Source: an optimization exercise on an open RTL-to-GDS flow (aim: small area and few clock cycles per item). Production flows keep margins and buffers that such runs may drop.
Function was checked by simulation only, so behaviour that the tests miss may differ from the original.
No driver is modelled on the clock port, so clocking that relies on it looks cheaper here than on a real chip.
Power figures rest on the tool's default switching activity, not on a simulated workload.

Design phase1_top, start of the top module:
module phase1_top(
    input clk,
    input rst,
    output [15:0] imem_addr,
    input  [15:0] imem_rdata,
    output [15:0] dmem_addr,
    output [15:0] dmem_wdata,
    output        dmem_we,
    input  [15:0] dmem_rdata
);
Size: about 1200 cells after synthesis, ~83 I/O pins, about 0.016 mm2 of cells after synthesis.
==> flow/config.mk <==
export PLATFORM = sky130hd
export DESIGN_NAME = phase1_top
export DESIGN_NICKNAME = phase1_top
export VERILOG_FILES = /design/flow/design.v
export SDC_FILE = /design/flow/constraint.sdc
export NUM_CORES = 4
export LEC_CHECK = 0
export CAP_MARGIN = 20
export CORE_MARGIN = 2
export CORE_UTILIZATION = 60
export CTS_BUF_LIST = sky130_fd_sc_hd__clkbuf_4
export SETUP_SLACK_MARGIN = 0.2
export SLEW_MARGIN = 20
export SYNTH_HIERARCHICAL = 1
==> flow/constraint.sdc <==
create_clock -name core_clock -period 8.0 [get_ports {clk}]
set_input_delay 1.6000 -clock core_clock [delete_from_list [all_inputs] [get_ports {clk}]]
set_output_delay 1.6000 -clock core_clock [all_outputs]
set_load 0.01 [all_outputs]
standard.sh (not shown) runs the stock make flow with config.mk's settings and CLKGATE_MAP_FILE= SYNTH_SCRIPT=/design/flow/synth_recipe.tcl, a recipe that flattens the netlist after the stock synthesis.
==> flow/flow/run.sh <==
#!/bin/bash
# Layout flow: the standard flow (standard.sh: unchanged synthesis and
# steps) with three changes: the port buffers are sky130_fd_sc_hd__buf_2
# instead of the cell buffer_ports picks by default, clock tree synthesis
# inserts no dummy loads and puts at most 8 flip-flops on a leaf buffer, and after clock tree synthesis cells on paths
# with slack to spare are downsized (recover.tcl). Timing-driven global
# placement keeps none of its trial buffering (GPL_KEEP_OVERFLOW=0); the
# timing repair after clock tree synthesis does that work. ORFS writes each tool's
# output to orfs/logs; make's own output goes to flow.log here.
set -euo pipefail
here=$(cd "$(dirname "$0")" && pwd)
export BUFFER_PORTS_ARGS="-buffer_cell sky130_fd_sc_hd__buf_2"
export CTS_ARGS="-sink_clustering_enable -repair_clock_nets -buf_list sky130_fd_sc_hd__clkbuf_4 -sink_clustering_size 8 -sink_clustering_max_diameter 50 -dont_use_dummy_load"
export POST_CTS_TCL="$here/recover.tcl"
export GPL_KEEP_OVERFLOW=0
bash standard.sh finish > flow.log 2>&1
==> flow/flow/recover.tcl <==
# After clock tree synthesis and its timing repair: downsize cells on paths
# with slack to spare, then legalize the placement again.
repair_timing -recover_power 100 -setup_margin 0.2 -verbose
detailed_placement
check_placement -verbose
Testbench counts at the start, summed over its fixed seeds: cycles 10,331, instructions 10,191.
Edit:
--- a/flow/flow/run.sh
+++ b/flow/flow/run.sh
@@ -5,5 +5,3 @@
 # inserts no dummy loads and puts at most 8 flip-flops on a leaf buffer, and after clock tree synthesis cells on paths
-# with slack to spare are downsized (recover.tcl). Timing-driven global
-# placement keeps none of its trial buffering (GPL_KEEP_OVERFLOW=0); the
-# timing repair after clock tree synthesis does that work. ORFS writes each tool's
+# with slack to spare are downsized (recover.tcl). ORFS writes each tool's
 # output to orfs/logs; make's own output goes to flow.log here.
@@ -14,3 +12,2 @@
 export POST_CTS_TCL="$here/recover.tcl"
-export GPL_KEEP_OVERFLOW=0
 bash standard.sh finish > flow.log 2>&1
Clock-buffer cell count came out lower by 2.
Total power is about the same.
Worst hold slack improves by 0.0058 ns.
Global-route usage decreases by 3.4 points.
Design area drops by 0.42%.
Wire length fell by 7.2%.
Area after synthesis is unchanged.
Sequential share of layout area rose by 0.20 points.
Combinational power went up by about 0.8%.
Utilization decreases by 0.28 points.
Worst setup slack improves by 0.0048 ns.
Edit:
SETUP_SLACK_MARGIN = 0.15   (was 0.2)
=>
- The changed run went through all stages and came out clean
- global-route usage stays the same
- wire length stays the same
- first-iteration DRC count is unchanged
- setup slack does not change
- total power does not change
- design area is unchanged
- clock power is about the same
- critical path depth is unchanged
- non-clock buffer count is unchanged
- sequential cell count is unchanged
- utilization stays the same
Edit:
--- a/flow/flow/run.sh
+++ b/flow/flow/run.sh
@@ -2,3 +2,3 @@
 # Layout flow: the standard flow (standard.sh: unchanged synthesis and
-# steps) with three changes: the port buffers are sky130_fd_sc_hd__buf_2
+# steps) with three changes: the port buffers are sky130_fd_sc_hd__buf_1
 # instead of the cell buffer_ports picks by default, clock tree synthesis
@@ -9,3 +9,3 @@
 here=$(cd "$(dirname "$0")" && pwd)
-export BUFFER_PORTS_ARGS="-buffer_cell sky130_fd_sc_hd__buf_2"
+export BUFFER_PORTS_ARGS="-buffer_cell sky130_fd_sc_hd__buf_1"
 export CTS_ARGS="-sink_clustering_enable -repair_clock_nets -buf_list sky130_fd_sc_hd__clkbuf_4 -sink_clustering_size 8 -sink_clustering_max_diameter 50 -dont_use_dummy_load"
SETUP_SLACK_MARGIN = 0.2   (was 0.15)
Effect: The changed run finished clean. Total power is about the same. Final cell count goes up by 0.76%. Via count is about the same. Non-clock buffer count goes up by 11. Area after synthesis does not change. Fmax stays flat. Register-to-register slack is worse by 0.04 ns. Count of clock-buffer cells in the layout rose by 1. Hold slack gets worse by 0.021 ns. Cell area climbs by about 0.4%.

* * *

Setup of JK:
phase1_top, a different RTL version from the one above (not shown whole).
Size: about 1200 cells after synthesis, ~280 flip-flops, about 83 I/O pins.
// phase1_top
module phase1_top(
    input clk,
    input rst,
    output [15:0] imem_addr,
    input  [15:0] imem_rdata,
    output [15:0] dmem_addr,
    output [15:0] dmem_wdata,
    output        dmem_we,
    input  [15:0] dmem_rdata
);
export LEC_CHECK = 0
export CAP_MARGIN = 20
export CORE_MARGIN = 2
export CORE_UTILIZATION = 60
export CTS_BUF_LIST = sky130_fd_sc_hd__clkbuf_4
export SETUP_SLACK_MARGIN = 0.2
export SLEW_MARGIN = 20
export SYNTH_HIERARCHICAL = 1
create_clock -name core_clock -period 8.0 [get_ports {clk}]
==> flow/flow/run.sh <==
#!/bin/bash
# Layout flow: the standard flow (standard.sh, unchanged synthesis and
# steps) with the port buffers made from sky130_fd_sc_hd__buf_2 instead of
# the cell buffer_ports picks by default. Each tool's output goes to
# orfs/logs (ORFS's own logs); make's output to flow.log here.
set -euo pipefail
export BUFFER_PORTS_ARGS="-buffer_cell sky130_fd_sc_hd__buf_2"
bash standard.sh finish > flow.log 2>&1
Testbench counts of JK, summed over its fixed seeds: cycles 10,347, instructions 10,191.
Relative to JK, the following input files were edited for MS:
==> flow/flow/run.sh <==
#!/bin/bash
# Layout flow: the standard flow (standard.sh: unchanged synthesis and
# steps) with two changes: the port buffers are sky130_fd_sc_hd__buf_2
# instead of the cell buffer_ports picks by default, and clock tree
# synthesis inserts no dummy loads and clusters up to 10 sinks per buffer. ORFS writes each tool's output to
# orfs/logs; make's own output goes to flow.log here.
set -euo pipefail
export BUFFER_PORTS_ARGS="-buffer_cell sky130_fd_sc_hd__buf_2"
export CTS_ARGS="-sink_clustering_enable -repair_clock_nets -buf_list sky130_fd_sc_hd__clkbuf_4 -sink_clustering_size 10 -sink_clustering_max_diameter 60 -dont_use_dummy_load"
bash standard.sh finish > flow.log 2>&1
==> comparison <==
- Compared with JK, in MS number of clock buffers in the layout lost about 65%; routed wire length decreased by about 0.7% relative to the old numbers; worst path setup slack after routing down 0.076 ns.

* * *

Starting RTL as in the previous note.
// phase1_top
module phase1_top(
    input clk,
    input rst,
    output [15:0] imem_addr,
    input  [15:0] imem_rdata,
    output [15:0] dmem_addr,
    output [15:0] dmem_wdata,
    output        dmem_we,
    input  [15:0] dmem_rdata
);
==> flow/config.mk <==
export PLATFORM = sky130hd
export DESIGN_NAME = phase1_top
export DESIGN_NICKNAME = phase1_top
export VERILOG_FILES = /design/flow/design.v
export SDC_FILE = /design/flow/constraint.sdc
export NUM_CORES = 4
export LEC_CHECK = 0
export CAP_MARGIN = 20
export CORE_MARGIN = 2
export CORE_UTILIZATION = 60
export CTS_BUF_LIST = sky130_fd_sc_hd__clkbuf_4
export SETUP_SLACK_MARGIN = 0.2
export SLEW_MARGIN = 20
export SYNTH_HIERARCHICAL = 1
==> flow/constraint.sdc <==
create_clock -name core_clock -period 8.0 [get_ports {clk}]
set_input_delay 1.6000 -clock core_clock [delete_from_list [all_inputs] [get_ports {clk}]]
set_output_delay 1.6000 -clock core_clock [all_outputs]
set_load 0.01 [all_outputs]
==> flow/flow/run.sh <==
#!/bin/bash
# Layout flow: the standard flow (standard.sh: unchanged synthesis and
# steps) with two changes: the port buffers are sky130_fd_sc_hd__buf_2
# instead of the cell buffer_ports picks by default, and clock tree
# synthesis inserts no dummy loads. ORFS writes each tool's output to
# orfs/logs; make's own output goes to flow.log here.
set -euo pipefail
export BUFFER_PORTS_ARGS="-buffer_cell sky130_fd_sc_hd__buf_2"
export CTS_ARGS="-sink_clustering_enable -repair_clock_nets -buf_list sky130_fd_sc_hd__clkbuf_4 -dont_use_dummy_load"
bash standard.sh finish > flow.log 2>&1
Testbench counts at the start, summed over its fixed seeds: cycles 10,347, instructions 10,191.
Next try:
==> flow/flow/run.sh (replaced) <==
#!/bin/bash
# Layout flow: the standard flow (standard.sh: unchanged synthesis and
# steps) with three changes: the port buffers are sky130_fd_sc_hd__buf_2
# instead of the cell buffer_ports picks by default, clock tree synthesis
# inserts no dummy loads, and after clock tree synthesis cells on paths
# with slack to spare are downsized (recover.tcl). ORFS writes each tool's
# output to orfs/logs; make's own output goes to flow.log here.
set -euo pipefail
here=$(cd "$(dirname "$0")" && pwd)
export BUFFER_PORTS_ARGS="-buffer_cell sky130_fd_sc_hd__buf_2"
export CTS_ARGS="-sink_clustering_enable -repair_clock_nets -buf_list sky130_fd_sc_hd__clkbuf_4 -dont_use_dummy_load"
export POST_CTS_TCL="$here/recover.tcl"
bash standard.sh finish > flow.log 2>&1
==> flow/flow/recover.tcl (new file) <==
# After clock tree synthesis and its timing repair: downsize cells on paths
# with slack to spare, then legalize the placement again.
repair_timing -recover_power 100 -setup_margin 0.2 -verbose
detailed_placement
check_placement -verbose
Effect: Total power falls by 0.75%. Flip-flop and latch count does not change. Die area is unchanged. Cell area falls by 0.97%. Via count climbs by 1.4%. Count of clock-buffer cells in the layout stays the same. First-iteration DRC count went down by 2.3%. Global-route usage rose by 0.14 points. Synthesized area stays the same. Utilization falls by 0.67 points. Final cell count hardly moves.

* * *

wip/delta:
Another version of the RTL of phase1_top (not shown whole).
For scale: about 280 flip-flops.
Settings: LEC_CHECK=0, CAP_MARGIN=20, CORE_MARGIN=2, CORE_UTILIZATION=60, CTS_BUF_LIST=sky130_fd_sc_hd__clkbuf_4, SETUP_SLACK_MARGIN=0.2, SLEW_MARGIN=20, SYNTH_HIERARCHICAL=1; clock period 8.0 ns.
==> flow/flow/run.sh <==
#!/bin/bash
# Layout flow: the standard flow (standard.sh, unchanged synthesis and
# steps) with the port buffers made from sky130_fd_sc_hd__buf_2 instead of
# the cell buffer_ports picks by default. Each tool's output goes to
# orfs/logs (ORFS's own logs); make's output to flow.log here.
set -euo pipefail
export BUFFER_PORTS_ARGS="-buffer_cell sky130_fd_sc_hd__buf_2"
bash standard.sh finish > flow.log 2>&1
Every stage of the flow completed for wip/delta, and the final layout passed the timing, design-rule and antenna checks.
Testbench counts of wip/delta, summed over its fixed seeds: cycles 10,347, instructions 10,191.
Edits applied to the flow inputs when going from wip/delta to wip/quartz:
Settings: removing CTS_BUF_LIST (formerly sky130_fd_sc_hd__clkbuf_4).
Findings:
The final layout from wip/quartz, which completed every stage, passed the timing, design-rule and antenna checks at the end of the flow.
Going from wip/delta to wip/quartz, met2 capacity usage during global routing shrank by 0.34 points; multi-input combinational cell area held steady; number of cells on the worst reg-to-reg path grew by 3.
Summary of wip/quartz over wip/delta: share of the clock period used by the worst path saw a decrease, number of antenna violations at the first check in global routing saw an increase, final HPWL from detailed placement saw little to no change, final core area utilization saw an increase.

-- afterwards: timing with drivers on the ports --
How much do the figures lean on ideal ports? The routed layouts below were timed once more, with nothing changed but the port constraints.
Step 1 assumes that a clkbuf_16 drives the clock port and a buf_2 every other input.
Step 2, shift: input delay + t, output delay - t, t = (earliest + latest rising clock arrival at the registers) / 2. This alone moves slack from input paths to output paths.
Slacks: no drivers / after step 1 / after step 2; pairs: no drivers / after step 1.
run | t, ns | setup WS [ns] | slew at the worst register clock pin (ns) | cell pins on the clock port's net
the first run of note 1 | 0.708 | 0.321 / 0.305 / -0.363 | 0.10 / 0.10 | 1
the second run of note 1 | 0.728 | 0.326 / 0.293 / 0.255 | 0.10 / 0.10 | 1
the third run of note 1 | 0.728 | 0.326 / 0.293 / 0.255 | 0.10 / 0.10 | 1
the fourth run of note 1 | 0.722 | 0.322 / 0.301 / 0.135 | 0.10 / 0.10 | 1
JK | 0.760 | 0.307 / 0.272 / 0.237 | 0.08 / 0.08 | 1
MS | 0.684 | 0.232 / 0.202 / 0.202 | 0.12 / 0.12 | 1
the first run of note 3 | 0.693 | 0.242 / 0.208 / 0.135 | 0.07 / 0.07 | 1
the second run of note 3 | 0.700 | 0.195 / 0.159 / -0.446 | 0.07 / 0.07 | 1
wip/delta | 0.768 | 0.178 / 0.146 / -0.109 | 0.08 / 0.08 | 1
wip/quartz | 0.647 | 0.240 / 0.208 / 0.176 | 0.07 / 0.07 | 1
With both steps, setup timing fails in the first run of note 1, the second run of note 3 and wip/delta, where it was met with ideal ports. The setup slack of the first run of note 1, which loses most, moves by -0.016 ns with the drivers and by -0.684 ns with both steps.
